Context: an optimization exercise on an open-source flow, tuned for small area, a short achievable clock period and few clock cycles per item. The choices shown serve that exercise and are no tape-out recipe. The RTL was checked by simulation tests, not by an equivalence proof against the original design. Power is estimated from default activity; no workload was simulated.

==> flow/design.v <==
`timescale 1ns/1ps
module v_tile #(
    parameter width = 16,
    parameter num_inputs = 4,
    parameter num_regs = 16,
    parameter total_inputs = num_inputs + num_inputs
) (
    input wire clk,
    input wire reset,
    input wire on_off,
    input wire write_en1,
    output wire write_rdy1,
    input wire [num_inputs*width-1:0] w_data_in1,
    output wire write_ack1,
    input wire write_en2,
    output wire write_rdy2,
    input wire [num_inputs*width-1:0] w_data_in2,
    output wire write_ack2,
    input wire write_en3,
    output wire write_rdy3,
    input wire [width-1:0] w_data_in3,
    output wire write_ack3,
    output wire [num_inputs*width-1:0] adder_outputs,
    output wire [3:0] dest_info,
    output wire adder_ack
);
    reg        val1, val2, val3;   
    reg        rdy1, rdy2, rdy3;
    reg [7:1]  blk_carry;          
    reg [31:0] grp_carry;          
    wire val3_nx = ~reset & (val3 | (write_en3 & ~on_off));
    always @(posedge clk) begin
        val1 <= ~reset & (val1 | (write_en1 & ~on_off));
        val2 <= ~reset & (val2 | (write_en2 & ~on_off));
        val3 <= val3_nx;
        rdy1 <= reset | (~on_off & ~write_en1);
        rdy2 <= reset | (~on_off & ~write_en2);
        rdy3 <= reset | (~on_off & ~write_en3);
    end
    assign write_rdy1 = rdy1;
    assign write_rdy2 = rdy2;
    assign write_rdy3 = rdy3;
    assign write_ack1 = write_en1 & ~rdy1;
    assign write_ack2 = write_en2 & ~rdy2;
    assign write_ack3 = write_en3 & ~rdy3;
    wire val12 = val1 & val2;
    wire [63:0] rg = w_data_in1 & w_data_in2;
    wire [63:0] rt = w_data_in1 | w_data_in2;
    reg [31:0] g2, t2;
    integer k;
    always @* begin
        for (k = 0; k < 32; k = k + 1) begin
            g2[k] = rg[2*k + 1] | (rt[2*k + 1] & rg[2*k]);
            t2[k] = rt[2*k + 1] & rt[2*k];
        end
    end
    wire [1:0] mode_nx = w_data_in3[1:0] & {2{val3_nx}};
    reg [7:0] g8, t8;
    integer b;
    always @* begin
        for (b = 0; b < 8; b = b + 1) begin
            g8[b] = g2[4*b + 3] | (t2[4*b + 3] & (g2[4*b + 2] | (t2[4*b + 2] & (g2[4*b + 1] | (t2[4*b + 1] & g2[4*b])))));
            t8[b] = &t2[4*b +: 4];
        end
        g8[1] = g8[1] & mode_nx[0];
        t8[1] = t8[1] & mode_nx[0];
        g8[3] = g8[3] & mode_nx[1];
        t8[3] = t8[3] & mode_nx[1];
        g8[5] = g8[5] & mode_nx[0];
        t8[5] = t8[5] & mode_nx[0];
    end
    reg [7:0] pg, pt;
    integer lv;
    always @* begin
        pg = g8;
        pt = t8;
        for (lv = 1; lv < 8; lv = lv * 2)
            for (k = 0; k < 8; k = k + 1)
                if (k & lv) begin
                    pg[k] = pg[k] | (pt[k] & pg[(k & ~(lv - 1)) - 1]);
                    pt[k] = pt[k] & pt[(k & ~(lv - 1)) - 1];
                end
    end
    reg [31:0] gc;
    always @* begin
        for (k = 0; k < 32; k = k + 1)
            if (k % 4 == 0)
                gc[k] = (k == 0) ? 1'b0 : blk_carry[k / 4];
            else
                gc[k] = g2[k - 1] | (t2[k - 1] & gc[k - 1]);
    end
    always @(posedge clk) begin
        blk_carry <= ~{7{reset}} & pg[6:0];
        for (k = 0; k < 32; k = k + 1)
            grp_carry[k] <= (k % 4 != 0) & ~reset & val12 & gc[k];
    end
    wire [63:0] ca = w_data_in1 & {64{val1}};
    wire [63:0] cb = w_data_in2 & {64{val2}};
    wire [5:0]  cc = w_data_in3[5:0] & {6{val3}};
    wire [63:0] p = ca ^ cb;
    reg [63:0] c;
    always @* begin
        for (k = 0; k < 32; k = k + 1) begin
            if (k % 4 == 0)
                c[2*k] = (k == 0) ? 1'b0 : (val12 & blk_carry[k / 4]);
            else
                c[2*k] = grp_carry[k];
            c[2*k + 1] = (val12 & rg[2*k]) | (rt[2*k] & c[2*k]);
        end
    end
    assign adder_outputs = p ^ c;
    wire fu_on = on_off & ~(write_en1 | write_en2 | write_en3);
    assign dest_info = {4{fu_on}} & cc[5:2];
    assign adder_ack = fu_on & ~(cc[1] & ~cc[0]);
endmodule
Settings: LEC_CHECK=0, CAP_MARGIN=20, CORE_MARGIN=2, CORE_UTILIZATION=40, SLEW_MARGIN=20; clock period 4.5 ns.
standard.sh (not shown) runs the stock make flow with config.mk's settings and CLKGATE_MAP_FILE= SYNTH_SCRIPT=/design/flow/synth_recipe.tcl, a recipe that flattens the netlist after the stock synthesis.
==> flow/flow/run.sh <==
#!/bin/bash
# The standard layout, except: the ports are buffered by the smallest buffer
# instead of the delay cell buffer_ports picks on its own; the adders are
# mapped by ABC's area script to plain gates (no full/half adder cells); and
# timing repair aims for setup slack beyond the clock period's.
bash standard.sh "BUFFER_PORTS_ARGS=-buffer_cell sky130_fd_sc_hd__buf_1" ADDER_MAP_FILE= ABC_AREA=1 SETUP_SLACK_MARGIN=1.95 finish > standard.log 2>&1
Rerun with:
--- a/flow/flow/run.sh
+++ b/flow/flow/run.sh
@@ -5,2 +5,2 @@
 # timing repair aims for setup slack beyond the clock period's.
-bash standard.sh "BUFFER_PORTS_ARGS=-buffer_cell sky130_fd_sc_hd__buf_1" ADDER_MAP_FILE= ABC_AREA=1 SETUP_SLACK_MARGIN=1.95 finish > standard.log 2>&1
+bash standard.sh "BUFFER_PORTS_ARGS=-buffer_cell sky130_fd_sc_hd__buf_1" ADDER_MAP_FILE= ABC_AREA=1 SETUP_SLACK_MARGIN=1.8 finish > standard.log 2>&1
The changed run ran to the end with no violations.
Worst hold slack hardly moves.
Wire length fell by 6.5%.
Final area fell by 12%.
Critical path depth does not change.
Synthesized cell count stays the same.
Total power decreases by 7.8%.
Rerun with:
==> flow/flow/run.sh (replaced) <==
#!/bin/bash
# The standard layout, except: the ports are buffered by the smallest buffer
# instead of the delay cell buffer_ports picks on its own; the adders are
# mapped by ABC's area script to plain gates (no full/half adder cells);
# timing repair aims for setup slack beyond the clock period's; the clock
# tree uses small buffers; and the core is packed denser.
bash standard.sh "BUFFER_PORTS_ARGS=-buffer_cell sky130_fd_sc_hd__buf_1" ADDER_MAP_FILE= ABC_AREA=1 SETUP_SLACK_MARGIN=1.8 \
  "CTS_BUF_LIST=sky130_fd_sc_hd__clkbuf_2 sky130_fd_sc_hd__clkbuf_4" CORE_UTILIZATION=60 finish > standard.log 2>&1
Result:
- combinational power climbs by a few percent
- wire length climbs slightly
- die area drops by a quarter to a third
- sequential share of layout area hardly moves
- clock power drops by a quarter to a third
- worst setup slack degrades by 0.10 ns
- power drops by a few percent
- non-clock buffer count does not change
- count of clock-buffer cells in the layout drops by 2
Rerun with:
==> flow/flow/run.sh (replaced) <==
#!/bin/bash
# The standard layout, except: the ports are buffered by the smallest buffer
# instead of the delay cell buffer_ports picks on its own; the adders are
# mapped by ABC's area script to plain gates (no full/half adder cells); and
# timing repair aims for setup slack beyond the clock period's.
bash standard.sh "BUFFER_PORTS_ARGS=-buffer_cell sky130_fd_sc_hd__buf_1" ADDER_MAP_FILE= ABC_AREA=1 SETUP_SLACK_MARGIN=1.88 finish > standard.log 2>&1
Result:
- setup slack improves by 0.11 ns
- combinational power went up by a few percent
- die area went up by well over a third
- cell area went up by a few percent
- sequential power barely changes
- clock-buffer cell count went up by 2
- total power went up by a little under a tenth
- hold slack degrades by 0.017 ns
- utilization went down by 24 points
- wire length went up slightly

-- what the ideal ports hide --
The flow's constraints put no driver on any port. The routed layouts listed below were extracted and timed again, unchanged, in two steps. Step 1 assumes that a clkbuf_16 drives the clock port and a buf_2 every other input. Step 2, shift: input delay + t, output delay - t, t = (earliest + latest rising clock arrival at the registers) / 2. This alone moves slack from input paths to output paths. Slacks: no drivers / after step 1 / after step 2; pairs: no drivers / after step 1.
| run | t, ns | setup slack, ns | worst setup path at the end | clock arrival spread, ns | worst slew at a driven data input, ns |
|---|---|---|---|---|---|
| the first run | 0.319 | 1.948 / 1.916 / 1.922 | input to output | 0.006 / 0.006 | 0.06 |
| the second run | 0.321 | 1.881 / 1.842 / 1.842 | input to output | 0.005 / 0.005 | 0.06 |
| the third run | 0.387 | 1.779 / 1.752 / 1.780 | input to register | 0.013 / 0.012 | 0.05 |
| the fourth run | 0.319 | 1.885 / 1.865 / 1.865 | input to output | 0.003 / 0.003 | 0.06 |
After both steps every run listed still meets setup and hold. For the second run, which loses most, drivers alone change the setup slack by -0.039 ns; drivers and shift together by -0.039 ns.
